Source: an optimization exercise on an open RTL-to-GDS flow (aim: small area). Production flows keep margins and buffers that such runs may drop. The RTL was checked by simulation tests, not by an equivalence proof against the original design.

## lane 4
==> flow/design.v <==
module processor
(
	output w_en,
	output done,
	output [7:0] addr,
	output [31:0] data_out,
	input clk,
	input rst_n,
	input start,
	input [31:0] data_in
);
	reg s0, s1, s2;
	always @(posedge clk or negedge rst_n) begin
		if (~rst_n) begin
			s0 <= 1'b0;
			s1 <= 1'b0;
			s2 <= 1'b0;
		end else begin
			s0 <= ~s2 & (start | s0);
			s1 <= s0;
			s2 <= s1;
		end
	end
	reg [15:0] rw;    
	reg [15:0] cw;    
	wire det_load = s1 & ~s0 & (data_in[31:29] == 3'd4);
	wire mul_load = s1 & ~s0 & (data_in[31:29] == 3'd2);
	always @(posedge clk) begin
		if (s1) begin
			rw <= {rw[7:0], rw[15:8]};
		end else begin
			rw <= {data_in[7:0], data_in[15:8]};
		end
		if (~s1) begin
			cw <= {data_in[31:28], data_in[23:20], data_in[27:24], data_in[19:16]};
		end else begin
			if (det_load)
				cw[7:0] <= {~rw[3:0], rw[7:4]};
			if (mul_load)
				cw[15:8] <= m2;
		end
	end
	reg [7:0] ar;
	reg q_sub, q_as, q_mul, q_tr, q_det;
	wire in_delay = s1 & ~s0;
	always @(posedge clk) begin
		ar <= data_in[7:0];
		q_sub <= data_in[29];
		q_as  <= in_delay & (data_in[31:30] == 2'd0);
		q_mul <= mul_load;
		q_tr  <= in_delay & (data_in[31:29] == 3'd3);
		q_det <= det_load;
	end
	wire det_sel = q_det;
	wire [3:0] x1 = rw[3:0];
	wire [3:0] x2 = rw[7:4];
	wire [3:0] y1 = s0 ? cw[11:8] : cw[3:0];
	wire [3:0] y2 = s0 ? cw[15:12] : cw[7:4];
	wire e = det_sel;
	wire [7:0] u;
	wire t0 = x1[0] & y1[0];
	wire t1 = x1[0] & y1[1];
	wire t2 = x1[0] & y1[2];
	wire t3 = x1[1] & y1[0];
	wire t4 = x1[1] & y1[1];
	wire t5 = ~(x1[1] & y1[2]);
	wire t6 = x1[1] & y1[2];
	wire t7 = x1[2] & y1[0];
	wire t8 = x1[2] & y1[1];
	wire t9 = ~(x1[2] & y1[2]);
	wire t10 = x1[2] & y1[2];
	wire t11 = ~(x1[3] & y1[0]);
	wire t12 = ~(x1[3] & y1[1]);
	wire t13 = ~(x1[3] & y1[2]);
	wire t14 = ~(x1[0] & y1[3]);
	wire t15 = ~(x1[1] & y1[3]);
	wire t16 = ~(x1[2] & y1[3]);
	wire t17 = x1[3] & y1[3];
	wire t18 = x2[0] & y2[0];
	wire t19 = x2[0] & y2[1];
	wire t20 = x2[0] & y2[2];
	wire t21 = x2[1] & y2[0];
	wire t22 = x2[1] & y2[1];
	wire t23 = x2[1] & y2[2];
	wire t24 = x2[2] & y2[0];
	wire t25 = x2[2] & y2[1];
	wire t26 = x2[2] & y2[2];
	wire t27 = ~(x2[3] & y2[0]);
	wire t28 = ~(x2[3] & y2[1]);
	wire t29 = ~(x2[3] & y2[2]);
	wire t30 = ~(x2[0] & y2[3]);
	wire t31 = ~(x2[1] & y2[3]);
	wire t32 = ~(x2[2] & y2[3]);
	wire t33 = x2[3] & y2[3];
	wire t34 = e & x2[0];
	wire t35 = e & x2[1];
	wire t36 = e & x2[2];
	wire t37 = ~(e & x2[3]);
	wire s38, c38;
	fa f38 (.a(t0), .b(t18), .c(t34), .s(s38), .co(c38));
	wire s39, c39;
	fa f39 (.a(t1), .b(t19), .c(t21), .s(s39), .co(c39));
	wire s40, c40;
	fa f40 (.a(t3), .b(t35), .c(c38), .s(s40), .co(c40));
	wire s41, c41;
	fa f41 (.a(t2), .b(t20), .c(t22), .s(s41), .co(c41));
	wire s42, c42;
	fa f42 (.a(t24), .b(t36), .c(t4), .s(s42), .co(c42));
	wire s43, c43;
	fa f43 (.a(t7), .b(c39), .c(s41), .s(s43), .co(c43));
	wire s44, c44;
	fa f44 (.a(s42), .b(c40), .c(s43), .s(s44), .co(c44));
	wire s45, c45;
	fa f45 (.a(t11), .b(t14), .c(t23), .s(s45), .co(c45));
	wire s46, c46;
	fa f46 (.a(t25), .b(t27), .c(t30), .s(s46), .co(c46));
	wire s47, c47;
	fa f47 (.a(t37), .b(t5), .c(t8), .s(s47), .co(c47));
	wire s48, c48;
	fa f48 (.a(c41), .b(c42), .c(s45), .s(s48), .co(c48));
	wire s49, c49;
	fa f49 (.a(s46), .b(s47), .c(c43), .s(s49), .co(c49));
	wire s50, c50;
	fa f50 (.a(s48), .b(c44), .c(s49), .s(s50), .co(c50));
	wire s51, c51;
	fa f51 (.a(t12), .b(t15), .c(t26), .s(s51), .co(c51));
	wire s52, c52;
	fa f52 (.a(t28), .b(t31), .c(t6), .s(s52), .co(c52));
	wire s53, c53;
	fa f53 (.a(t9), .b(c45), .c(c46), .s(s53), .co(c53));
	wire s54, c54;
	fa f54 (.a(c47), .b(s51), .c(s52), .s(s54), .co(c54));
	wire s55, c55;
	fa f55 (.a(s53), .b(c48), .c(s54), .s(s55), .co(c55));
	wire s56, c56;
	fa f56 (.a(c49), .b(s55), .c(c50), .s(s56), .co(c56));
	wire s57, c57;
	fa f57 (.a(t10), .b(t13), .c(t16), .s(s57), .co(c57));
	wire s58, c58;
	fa f58 (.a(t29), .b(t32), .c(c51), .s(s58), .co(c58));
	wire s59, c59;
	fa f59 (.a(c52), .b(s57), .c(c53), .s(s59), .co(c59));
	wire s60, c60;
	fa f60 (.a(s58), .b(c54), .c(s59), .s(s60), .co(c60));
	wire s61, c61;
	fa f61 (.a(c55), .b(s60), .c(c56), .s(s61), .co(c61));
	wire s62, c62;
	fa f62 (.a(t17), .b(t33), .c(c57), .s(s62), .co(c62));
	wire s63, c63;
	fa f63 (.a(c58), .b(s62), .c(c59), .s(s63), .co(c63));
	wire s64, c64;
	fa f64 (.a(c60), .b(s63), .c(c61), .s(s64), .co(c64));
	wire t65 = c62 ^ c63 ^ c64;
	wire [7:0] ra = {t65, s64, s61, s56, s50, s44, s39, s38};
	wire [7:0] rb = {1'b0, 1'b0, 1'b0, 1'b0, 1'b0, 1'b0, s40, 1'b0};
	assign u = ra + rb;
	reg [7:0] m1, m2;
	always @(posedge clk) begin
		m1 <= u;
		m2 <= m1;
	end
	wire [3:0] a11 = rw[3:0], a12 = rw[7:4], a21 = rw[11:8], a22 = rw[15:12];
	wire [3:0] b11 = cw[3:0], b21 = cw[7:4], b12 = cw[11:8], b22 = cw[15:12];
	wire sub = q_sub;
	wire [3:0] sa0 = a11, sa1 = a12, sa2 = a21, sa3 = a22;
	wire [3:0] sb0 = b11, sb1 = b12, sb2 = b21, sb3 = b22;
	wire [4:0] as0, as1, as2, as3;
	wire t66 = sb0[0] ^ sub;
	wire s67, c67;
	fa f67 (.a(sa0[0]), .b(t66), .c(sub), .s(s67), .co(c67));
	wire t68 = sb0[1] ^ sub;
	wire s69, c69;
	fa f69 (.a(sa0[1]), .b(t68), .c(c67), .s(s69), .co(c69));
	wire t70 = sb0[2] ^ sub;
	wire s71, c71;
	fa f71 (.a(sa0[2]), .b(t70), .c(c69), .s(s71), .co(c71));
	wire t72 = sb0[3] ^ sub;
	wire s73, c73;
	fa f73 (.a(sa0[3]), .b(t72), .c(c71), .s(s73), .co(c73));
	wire t74 = sa0[3] ^ t72 ^ c73;
	assign as0 = {t74, s73, s71, s69, s67};
	wire t75 = sb1[0] ^ sub;
	wire s76, c76;
	fa f76 (.a(sa1[0]), .b(t75), .c(sub), .s(s76), .co(c76));
	wire t77 = sb1[1] ^ sub;
	wire s78, c78;
	fa f78 (.a(sa1[1]), .b(t77), .c(c76), .s(s78), .co(c78));
	wire t79 = sb1[2] ^ sub;
	wire s80, c80;
	fa f80 (.a(sa1[2]), .b(t79), .c(c78), .s(s80), .co(c80));
	wire t81 = sb1[3] ^ sub;
	wire s82, c82;
	fa f82 (.a(sa1[3]), .b(t81), .c(c80), .s(s82), .co(c82));
	wire t83 = sa1[3] ^ t81 ^ c82;
	assign as1 = {t83, s82, s80, s78, s76};
	wire t84 = sb2[0] ^ sub;
	wire s85, c85;
	fa f85 (.a(sa2[0]), .b(t84), .c(sub), .s(s85), .co(c85));
	wire t86 = sb2[1] ^ sub;
	wire s87, c87;
	fa f87 (.a(sa2[1]), .b(t86), .c(c85), .s(s87), .co(c87));
	wire t88 = sb2[2] ^ sub;
	wire s89, c89;
	fa f89 (.a(sa2[2]), .b(t88), .c(c87), .s(s89), .co(c89));
	wire t90 = sb2[3] ^ sub;
	wire s91, c91;
	fa f91 (.a(sa2[3]), .b(t90), .c(c89), .s(s91), .co(c91));
	wire t92 = sa2[3] ^ t90 ^ c91;
	assign as2 = {t92, s91, s89, s87, s85};
	wire t93 = sb3[0] ^ sub;
	wire s94, c94;
	fa f94 (.a(sa3[0]), .b(t93), .c(sub), .s(s94), .co(c94));
	wire t95 = sb3[1] ^ sub;
	wire s96, c96;
	fa f96 (.a(sa3[1]), .b(t95), .c(c94), .s(s96), .co(c96));
	wire t97 = sb3[2] ^ sub;
	wire s98, c98;
	fa f98 (.a(sa3[2]), .b(t97), .c(c96), .s(s98), .co(c98));
	wire t99 = sb3[3] ^ sub;
	wire s100, c100;
	fa f100 (.a(sa3[3]), .b(t99), .c(c98), .s(s100), .co(c100));
	wire t101 = sa3[3] ^ t99 ^ c100;
	assign as3 = {t101, s100, s98, s96, s94};
	wire sel_as  = s2 & q_as;
	wire sel_mul = s2 & q_mul;
	wire sel_tr  = s2 & q_tr;
	wire sel_det = s2 & q_det;
	wire [31:0] r_as  = {{3{as3[4]}}, as3, {3{as2[4]}}, as2, {3{as1[4]}}, as1, {3{as0[4]}}, as0};
	wire [31:0] r_tr  = {{4{a22[3]}}, a22, {4{a12[3]}}, a12, {4{a21[3]}}, a21, {4{a11[3]}}, a11};
	assign data_out = ({32{sel_as}} & r_as) | ({32{sel_tr}} & r_tr) |
	                  ({32{sel_mul}} & {cw[15:8], m1, m2, 8'd0}) |
	                  ({32{sel_mul | sel_det}} & {24'd0, u}) |
	                  ({32{sel_det}} & {{24{u[7]}}, 8'd0});
	assign w_en = s2 & (q_as | q_mul | q_tr | q_det);
	assign done = w_en;
	assign addr = s2 ? (s1 ? 8'h00 : ar) : 8'hFF;
endmodule
module fa(input a, input b, input c, output s, output co);
	assign s = a ^ b ^ c;
	assign co = (a & b) | (a & c) | (b & c);
endmodule
module ha(input a, input b, output s, output co);
	assign s = a ^ b;
	assign co = a & b;
endmodule
clock: 7.0 ns
lec_check: 0
cap_margin: 20
core_margin: 2
core_utilization: 40
slew_margin: 20
synth_hierarchical: 1
synth_minimum_keep_size: 0
standard.sh (not shown) runs the stock make flow with config.mk's settings and CLKGATE_MAP_FILE= SYNTH_SCRIPT=/design/flow/synth_recipe.tcl, a recipe that flattens the netlist after the stock synthesis.
==> flow/flow/run.sh <==
#!/bin/bash
# The standard layout (standard.sh: the standard flow's synthesis and ORFS flow), with two
# changes to how the layout is made:
#  - every input and output port still gets its own buffer, but a buf_1
#    rather than the delay cell that buffer_ports picks by default;
#  - clock tree synthesis does not add dummy loads at the tree's leaves.
set -euo pipefail
export BUFFER_PORTS_ARGS="-buffer_cell sky130_fd_sc_hd__buf_1"
export CTS_ARGS="-sink_clustering_enable -repair_clock_nets -dont_use_dummy_load"
bash standard.sh synth > synth.log 2>&1
bash standard.sh finish > layout.log 2>&1
Lane 4 went all the way through the flow, and no timing, DRC or antenna check failed.
What lane 5 does differently from lane 4 at the input level:
--- a/flow/design.v
+++ b/flow/design.v
@@ -166,10 +166,9 @@
 	wire [3:0] sb0 = b11, sb1 = b12, sb2 = b21, sb3 = b22;
 	wire [4:0] as0, as1, as2, as3;
-	wire t66 = sb0[0] ^ sub;
-	wire s67, c67;
-	fa f67 (.a(sa0[0]), .b(t66), .c(sub), .s(s67), .co(c67));
+	wire t66 = sa0[0] ^ sb0[0];
+	wire t67 = sub ? (sa0[0] | ~sb0[0]) : (sa0[0] & sb0[0]);
 	wire t68 = sb0[1] ^ sub;
 	wire s69, c69;
-	fa f69 (.a(sa0[1]), .b(t68), .c(c67), .s(s69), .co(c69));
+	fa f69 (.a(sa0[1]), .b(t68), .c(t67), .s(s69), .co(c69));
 	wire t70 = sb0[2] ^ sub;
 	wire s71, c71;
@@ -178,12 +177,11 @@
 	wire s73, c73;
 	fa f73 (.a(sa0[3]), .b(t72), .c(c71), .s(s73), .co(c73));
-	wire t74 = sa0[3] ^ t72 ^ c73;
-	assign as0 = {t74, s73, s71, s69, s67};
-	wire t75 = sb1[0] ^ sub;
-	wire s76, c76;
-	fa f76 (.a(sa1[0]), .b(t75), .c(sub), .s(s76), .co(c76));
+	wire t74 = (sa0[3] & t72) | ((sa0[3] | t72) & ~c71);
+	assign as0 = {t74, s73, s71, s69, t66};
+	wire t75 = sa1[0] ^ sb1[0];
+	wire t76 = sub ? (sa1[0] | ~sb1[0]) : (sa1[0] & sb1[0]);
 	wire t77 = sb1[1] ^ sub;
 	wire s78, c78;
-	fa f78 (.a(sa1[1]), .b(t77), .c(c76), .s(s78), .co(c78));
+	fa f78 (.a(sa1[1]), .b(t77), .c(t76), .s(s78), .co(c78));
 	wire t79 = sb1[2] ^ sub;
 	wire s80, c80;
@@ -192,12 +190,11 @@
 	wire s82, c82;
 	fa f82 (.a(sa1[3]), .b(t81), .c(c80), .s(s82), .co(c82));
-	wire t83 = sa1[3] ^ t81 ^ c82;
-	assign as1 = {t83, s82, s80, s78, s76};
-	wire t84 = sb2[0] ^ sub;
-	wire s85, c85;
-	fa f85 (.a(sa2[0]), .b(t84), .c(sub), .s(s85), .co(c85));
+	wire t83 = (sa1[3] & t81) | ((sa1[3] | t81) & ~c80);
+	assign as1 = {t83, s82, s80, s78, t75};
+	wire t84 = sa2[0] ^ sb2[0];
+	wire t85 = sub ? (sa2[0] | ~sb2[0]) : (sa2[0] & sb2[0]);
 	wire t86 = sb2[1] ^ sub;
 	wire s87, c87;
-	fa f87 (.a(sa2[1]), .b(t86), .c(c85), .s(s87), .co(c87));
+	fa f87 (.a(sa2[1]), .b(t86), .c(t85), .s(s87), .co(c87));
 	wire t88 = sb2[2] ^ sub;
 	wire s89, c89;
@@ -206,12 +203,11 @@
 	wire s91, c91;
 	fa f91 (.a(sa2[3]), .b(t90), .c(c89), .s(s91), .co(c91));
-	wire t92 = sa2[3] ^ t90 ^ c91;
-	assign as2 = {t92, s91, s89, s87, s85};
-	wire t93 = sb3[0] ^ sub;
-	wire s94, c94;
-	fa f94 (.a(sa3[0]), .b(t93), .c(sub), .s(s94), .co(c94));
+	wire t92 = (sa2[3] & t90) | ((sa2[3] | t90) & ~c89);
+	assign as2 = {t92, s91, s89, s87, t84};
+	wire t93 = sa3[0] ^ sb3[0];
+	wire t94 = sub ? (sa3[0] | ~sb3[0]) : (sa3[0] & sb3[0]);
 	wire t95 = sb3[1] ^ sub;
 	wire s96, c96;
-	fa f96 (.a(sa3[1]), .b(t95), .c(c94), .s(s96), .co(c96));
+	fa f96 (.a(sa3[1]), .b(t95), .c(t94), .s(s96), .co(c96));
 	wire t97 = sb3[2] ^ sub;
 	wire s98, c98;
@@ -220,6 +216,6 @@
 	wire s100, c100;
 	fa f100 (.a(sa3[3]), .b(t99), .c(c98), .s(s100), .co(c100));
-	wire t101 = sa3[3] ^ t99 ^ c100;
-	assign as3 = {t101, s100, s98, s96, s94};
+	wire t101 = (sa3[3] & t99) | ((sa3[3] | t99) & ~c98);
+	assign as3 = {t101, s100, s98, s96, t93};
 	wire sel_as  = s2 & q_as;
 	wire sel_mul = s2 & q_mul;
==> comparison <==
Tightest hold margin in lane 5 is 0.0031 ns below lane 4.
Mean post-synth cell area down 4.1% in lane 5 wrt lane 4
Time the final worst path needs with I/O delays and setup on lane 5 is behind lane 4.
Between lane 5 and lane 4, the sequential share of layout area is lower for lane 4.
Changes observed in lane 5 relative to lane 4: fraction of standard cell area in multi-input logic fell 0.52 points, register area share after synthesis shows an increase of 0.35 points, slack of the critical path went down by 0.087 ns, cell area after technology mapping shrank by 39 um^2.
Synthesized cell count was lower in lane 4 than in lane 5.
Between lane 4 and lane 5, the flow reports total number of vias increasing by a few percent.
Comparing lane 5 and lane 4, the higher timing-limited maximum frequency is on lane 4.
Lane 5: non-clock inverter count in the final layout higher than lane 4
Lane 5 vs lane 4 — routed length on met1 rose 47 um.

==> separate check: timing with driven ports <==
The results above use ideal ports. As a check the final layouts listed here were re-extracted and re-timed, cells and wires unchanged.
Step 1 (the two cells are an assumption about what drives the block):
set clk [get_ports {clk}]
set_driving_cell -lib_cell sky130_fd_sc_hd__clkbuf_16 $clk
set_driving_cell -lib_cell sky130_fd_sc_hd__buf_2 [delete_from_list [all_inputs] $clk]
Step 2 adds t to the input delays and takes it off the output delays; t is the mean of the earliest and latest rising clock arrival at the registers after step 1. Input paths then give back, and output paths get back, about the clock's delay inside the block.
a / b / c = ideal ports / drivers / drivers and shift; a / b = the first two.
run	t, ns	setup WS [ns]	worst setup path at the end	cell pins on the clock port's net
lane 4	0.367	0.208 / 0.177 / 0.544	register to output	1
lane 5	0.362	0.122 / 0.091 / 0.453	register to output	1
After both steps every run listed still meets setup and hold.
